From an optimization exercise on the open Yosys and OpenROAD flow, aimed at small area, a short achievable clock period and few clock cycles; shortcuts taken in it are not production practice.
At most, simulation tests tie the RTL to the original design; equivalence was not proved.
Power figures rest on the tool's default switching activity, not on a simulated workload.

==> inputs of build 90 <==
==> flow/design.v <==
module dekoder64
(
	input             clk,
	input             load,    
	input             phase,   
	input      [31:0] d,
	input      [31:0] s,       
	input      [7:0]  c1,      
	input      [7:0]  c2,
	input      [31:0] ky,
	output reg [31:0] x,
	output reg [31:0] d1
);
	function [31:0] addf;
		input [31:0] x, y;
		input        ci;
		reg   [31:0] g, p, p0;
		integer i, d;
		begin
			p0 = x ^ y;
			g  = x & y;
			p  = p0;
			g[0] = g[0] | (p[0] & ci);
			for (d = 1; d < 32; d = d * 2)
				for (i = 2*d - 1; i < 32; i = i + 2*d) begin
					g[i] = g[i] | (p[i] & g[i-d]);
					p[i] = p[i] & p[i-d];
				end
			for (d = 8; d >= 1; d = d / 2)
				for (i = 3*d - 1; i < 32; i = i + 2*d) begin
					g[i] = g[i] | (p[i] & g[i-d]);
					p[i] = p[i] & p[i-d];
				end
			addf = p0 ^ {g[30:0], ci};
		end
	endfunction
	reg [31:0] d2, d3, t;
	reg        ld, ph;
	reg  [7:0]  c1r;
	wire [31:0] kx = ph ? 32'h68756c6b : {16'h7468, c1r, c2};
	wire [31:0] f = addf(x << 4, kx, 1'b0) ^ addf(x, s, 1'b0) ^ addf(x >> 5, ky, 1'b0);
	always @(posedge clk) begin
		ld  <= load;
		ph  <= phase;
		c1r <= c1;
		t  <= f;
		d1 <= x;
		d2 <= d1;
		d3 <= d2;
		x  <= ld ? d : addf(d3, ~t, 1'b1);
	end
endmodule
module keygen
(
	input  [39:0] hi,     
	output [39:0] next,
	output        last    
);
	function [7:0] step;
		input [7:0] c;
		begin
			if (c == 8'd122)     step = 8'd32;
			else if (c == 8'd32) step = 8'd65;
			else                 step = c + 8'd1;
		end
	endfunction
	wire [4:0] sp;
	genvar i;
	generate for (i = 0; i < 5; i = i + 1) begin : g
		assign sp[i] = (hi[39-8*i -: 8] == 8'd32);
		if (i == 0) begin : g0
			assign next[39 -: 8] = step(hi[39 -: 8]);
		end else begin : gn
			assign next[39-8*i -: 8] = &sp[i-1:0] ? step(hi[39-8*i -: 8]) : hi[39-8*i -: 8];
		end
	end endgenerate
	assign last = &sp;
endmodule
module kombajn
(
	input              rst,
	input              clk,
	input              start,
	input      [63:0]  data,
	input      [47:0]  start_key,
	output reg         busy,
	output reg         found,
	output     [127:0] keyout
);
localparam P = 8;
localparam B = 2 * P;                  
localparam [31:0] MAGIC = 32'h25706466;
localparam [31:0] DELTA = 32'h9e3779b9;
localparam [31:0] SUM0  = 32'hc6ef3720;
localparam [31:0] K1    = 32'h20697320;
reg  [63:0] data_reg;
reg  [7:0]  c1_raw;        
reg  [39:0] hi;            
reg  [1:0]  blk;           
reg  [3:0]  so;            
reg         first;         
reg  [7:0]  cnt;
reg  [31:0] sum;
reg  [31:0] ky;            
reg  [31:0] d;             
reg  [47:0] kout;
wire [39:0] hi_next;
wire        hi_last;
keygen kg (.hi(hi), .next(hi_next), .last(hi_last));
assign keyout = {80'h68756c6b206973207468, kout};
wire [5:0] pos0 = (c1_raw == 8'd32) ? 6'd58 : c1_raw[5:0] - 6'd1;    
function [7:0] chr;
	input [5:0] pos;
	chr = (pos == 6'd58) ? 8'd32 : {2'b01, pos} + 8'd1;
endfunction
wire accept   = start & ~busy;
wire [7:0] cn = ~busy ? 8'd129 : (cnt == 8'd131) ? 8'd0 : cnt + 8'd1;    
wire load_n   = (cn == 8'd129) | (cn == 8'd130) | (cn == 8'd131) | (cn == 8'd0);
wire [B-1:0] match;
wire [B-1:0] valid;
wire [7:0]   c1 [0:B-1];
genvar i;
generate for (i = 0; i < P; i = i + 1) begin : lane
	wire [5:0] pa = {blk, i[2:0], 1'b0};
	assign c1[2*i]   = chr(pa);
	assign c1[2*i+1] = chr(pa | 6'd1);
	wire [31:0] x, d1;
	dekoder64 u (.clk(clk), .load(load_n), .phase(cn[1]), .d(d), .s(sum),
	             .c1(cn[0] ? c1[2*i+1] : c1[2*i]), .c2(hi[39:32]), .ky(ky),
	             .x(x), .d1(d1));
	assign match[2*i]   = (d1 == MAGIC);
	assign match[2*i+1] = (x == MAGIC);
	assign valid[2*i]   = (2*i >= so) && (pa <= 6'd58);
	assign valid[2*i+1] = (2*i+1 >= so) && (pa <= 6'd57);
end endgenerate
wire [B-1:0] hit = match & valid;
reg [7:0] hit_c1;
integer j;
always @(*) begin
	hit_c1 = c1[0];
	for (j = B - 1; j >= 0; j = j - 1)
		if (hit[j]) hit_c1 = c1[j];
end
wire eval     = busy & ~first & (cnt == 8'd129);
wire any_hit  = |hit;
wire last_blk = (blk == 2'd3);
wire finish   = eval & (any_hit | (hi_last & last_blk));
always @(posedge clk or posedge rst) begin
	if (rst) begin
		busy  <= 1'b0;
		found <= 1'b0;
	end else if (accept) begin
		busy  <= 1'b1;
		found <= 1'b0;
	end else if (finish) begin
		busy  <= 1'b0;
		found <= any_hit;
	end
end
always @(posedge clk) begin
	cnt <= cn;
	if (~busy) begin
		data_reg <= data;
		c1_raw   <= start_key[47:40];
		hi       <= start_key[39:0];
		first    <= 1'b1;
	end else if (cnt == 8'd129) begin
		if (first) begin
			blk   <= pos0[5:4];
			so    <= pos0[3:0];
			first <= 1'b0;
		end else begin
			so  <= 4'd0;
			blk <= blk + 2'd1;
			if (last_blk)
				hi <= hi_next;
		end
	end
	if (~busy)
		d <= data[31:0];
	else
		d <= (cn == 8'd129 || cn == 8'd130) ? data_reg[31:0] : data_reg[63:32];
	ky <= cn[1] ? K1 : hi[31:0];
	if (cnt == 8'd131)
		sum <= SUM0;
	else if (cnt[1:0] == 2'd3)
		sum <= sum - DELTA;
	if (finish & any_hit)
		kout <= {hit_c1, hi};
end
endmodule
==> flow/run.sh <==
#!/bin/bash
# synth_recipe.tcl (not shown) runs the flow's synth.tcl, then flattens the netlist and writes it again
# the make line also repeats each setting of config.mk as NAME=value (left out here)
make -C /OpenROAD-flow-scripts/flow DESIGN_CONFIG=/design/flow/config.mk WORK_HOME=/design/flow/orfs CLKGATE_MAP_FILE= SYNTH_SCRIPT=/design/flow/synth_recipe.tcl finish
==> flow/config.mk <==
export PLATFORM = sky130hd
export DESIGN_NAME = kombajn
export DESIGN_NICKNAME = kombajn
export VERILOG_FILES = /design/flow/design.v
export SDC_FILE = /design/flow/constraint.sdc
export NUM_CORES = 4
export LEC_CHECK = 0
export CAP_MARGIN = 20
export CORE_MARGIN = 2
export CORE_UTILIZATION = 40
export SETUP_SLACK_MARGIN = 4.5
export SLEW_MARGIN = 20
==> flow/constraint.sdc <==
create_clock -name core_clock -period 8.0 [get_ports {clk}]
set_input_delay 1.6000 -clock core_clock [delete_from_list [all_inputs] [get_ports {clk}]]
set_output_delay 1.6000 -clock core_clock [all_outputs]
set_load 0.01 [all_outputs]
==> build 13 (differences from build 90) <==
Settings changed: CORE_UTILIZATION 40 to 60.
==> build 82 (differences from build 90) <==
==> flow/design.v, changed modules only <==
module kombajn
(
	input              rst,
	input              clk,
	input              start,
	input      [63:0]  data,
	input      [47:0]  start_key,
	output reg         busy,
	output reg         found,
	output     [127:0] keyout
);
localparam P = 8;
localparam B = 2 * P;                  
localparam [31:0] MAGIC = 32'h25706466;
localparam [31:0] DELTA = 32'h9e3779b9;
localparam [31:0] SUM0  = 32'hc6ef3720;
localparam [31:0] K1    = 32'h20697320;
reg  [63:0] data_reg;
reg  [7:0]  c1_raw;        
reg  [39:0] hi;            
reg  [1:0]  blk;           
reg  [3:0]  so;            
reg         first;         
reg  [7:0]  cnt;
reg  [31:0] sum;
reg  [31:0] ky;            
reg  [31:0] d;             
reg  [7:0]  kc1;           
wire [39:0] hi_next;
wire        hi_last;
keygen kg (.hi(hi), .next(hi_next), .last(hi_last));
assign keyout = {80'h68756c6b206973207468, kc1, hi};
wire [5:0] pos0 = (c1_raw == 8'd32) ? 6'd58 : c1_raw[5:0] - 6'd1;    
function [7:0] chr;
	input [5:0] pos;
	chr = (pos == 6'd58) ? 8'd32 : {2'b01, pos} + 8'd1;
endfunction
wire accept   = start & ~busy;
wire [7:0] cn = ~busy ? 8'd129 : (cnt == 8'd131) ? 8'd0 : cnt + 8'd1;    
wire load_n   = (cn == 8'd129) | (cn == 8'd130) | (cn == 8'd131) | (cn == 8'd0);
wire [B-1:0] match;
wire [B-1:0] valid;
wire [7:0]   c1 [0:B-1];
genvar i;
generate for (i = 0; i < P; i = i + 1) begin : lane
	wire [5:0] pa = {blk, i[2:0], 1'b0};
	assign c1[2*i]   = chr(pa);
	assign c1[2*i+1] = chr(pa | 6'd1);
	wire [31:0] x, d1;
	dekoder64 u (.clk(clk), .load(load_n), .phase(cn[1]), .d(d), .s(sum),
	             .c1(cn[0] ? c1[2*i+1] : c1[2*i]), .c2(hi[39:32]), .ky(ky),
	             .x(x), .d1(d1));
	assign match[2*i]   = (d1 == MAGIC);
	assign match[2*i+1] = (x == MAGIC);
	assign valid[2*i]   = (2*i >= so) && (pa <= 6'd58);
	assign valid[2*i+1] = (2*i+1 >= so) && (pa <= 6'd57);
end endgenerate
wire [B-1:0] hit = match & valid;
reg [3:0] hit_q;
integer j;
always @(*) begin
	hit_q = 4'd0;
	for (j = B - 1; j >= 0; j = j - 1)
		if (hit[j]) hit_q = j;
end
wire eval     = busy & ~first & (cnt == 8'd129);
wire any_hit  = |hit;
wire last_blk = (blk == 2'd3);
wire finish   = eval & (any_hit | (hi_last & last_blk));
always @(posedge clk or posedge rst) begin
	if (rst) begin
		busy  <= 1'b0;
		found <= 1'b0;
	end else if (accept) begin
		busy  <= 1'b1;
		found <= 1'b0;
	end else if (finish) begin
		busy  <= 1'b0;
		found <= any_hit;
	end
end
always @(posedge clk) begin
	cnt <= cn;
	if (accept)
		hi <= start_key[39:0];
	if (~busy) begin
		data_reg <= data;
		c1_raw   <= start_key[47:40];
		first    <= 1'b1;
	end else if (cnt == 8'd129) begin
		if (first) begin
			blk   <= pos0[5:4];
			so    <= pos0[3:0];
			first <= 1'b0;
		end else if (~any_hit) begin
			so  <= 4'd0;
			blk <= blk + 2'd1;
			if (last_blk)
				hi <= hi_next;
		end
	end
	if (~busy)
		d <= data[31:0];
	else
		d <= (cn == 8'd129 || cn == 8'd130) ? data_reg[31:0] : data_reg[63:32];
	ky <= cn[1] ? K1 : hi[31:0];
	if (cnt == 8'd131)
		sum <= SUM0;
	else if (cnt[1:0] == 2'd3)
		sum <= sum - DELTA;
	if (finish & any_hit)
		kc1 <= chr({blk, hit_q});
end
endmodule
Settings changed: CORE_UTILIZATION 40 to 60, CTS_BUF_LIST set to sky130_fd_sc_hd__clkbuf_4.
==> results.txt <==
metric                                                                       build 90                 build 82                 build 13
Clock network area share                                                       0.0595                   0.0481                   0.0570
Outcome                                                       complete, no violations  complete, no violations  complete, no violations
Pin count of the biggest net entering global routing                              110                      147                      127
Pwr Total                                                                    0.0437 W                 0.0509 W                 0.0418 W
Area fraction in and, or, nand and nor cells after synthesis                   0.0779                   0.0849                   0.0779
Met3 capacity usage during global routing                                      0.0402                   0.0652                   0.0594
Die height                                                                     455 um                   370 um                   372 um
Floorplan core area                                                       202000 um^2              133000 um^2              134000 um^2
Number of rows in the core area                                                   165                      134                      134
Share of the synthesized area in the top cell type                              0.345                    0.351                    0.345
Vias per inst                                                                    5.35                     5.87                     5.88
Number of instances in the synthesized netlist                                   7427                     7480                     7427
Xor/xnor cell area share of the yosys netlist                                   0.111                    0.110                    0.111
Data required, critical path                                                  8780 ps                  9280 ps                  8700 ps
Smallest setup slack after layout                                             4010 ps                  3710 ps                  3990 ps
Number of flip-flops and latches                                                 1567                     1528                     1567
Final cell count without fillers                                                10912                    10412                     9976
Detailed-route wire length on metal 1                                       113000 um                101000 um                101000 um
Post-Route Utilization                                                          0.500                    0.724                    0.734
Part of the Yosys area used for sequential elements                             0.407                    0.395                    0.407
Destination of the critical timing path                               lane[6].u.t[31]          lane[0].u.t[26]          lane[7].u.t[26]
TritonCTS Sinks                                                                  1567                     1528                     1567
Max Clk Rate                                                                  251 MHz                  233 MHz                  249 MHz
Fin crit share                                                                  0.499                    0.536                    0.501
Area growth from synthesis to layout                                            24.3%                    20.0%                    21.1%
Worst-case clock skew                                                         46.3 ps                   113 ps                  27.7 ps
Testbench counts of build 82, summed over its fixed seeds: cycles 109,024.
Function not checked in build 90 and build 13: the RTL went through the layout flow alone.

## what the ideal ports hide
In the flow no input, the clock included, has a driving cell. The finished layouts below were timed again as built, in two steps. Step 1 sets driving cells, clkbuf_16 on the clock port and buf_2 on the other inputs (assumed; they add their load-dependent delay and slew). Step 2 also shifts input and output timing later by t, the mid clock arrival at the registers, as if the neighbouring blocks saw the same clock. Slacks: no drivers / after step 1 / after step 2; pairs: no drivers / after step 1.
| run | t (ns) | slack for setup (ns) | hold WS [ns] |
|---|---|---|---|
| build 90 | 0.923 | 4.009 / 4.009 / 4.009 | 0.302 / 0.302 / 0.302 |
| build 13 | 0.885 | 3.991 / 3.991 / 3.991 | 0.314 / 0.314 / 0.314 |
| build 82 | 1.409 | 3.712 / 3.712 / 3.712 | 0.269 / 0.269 / 0.269 |
After both steps setup and hold are still met in every run listed.
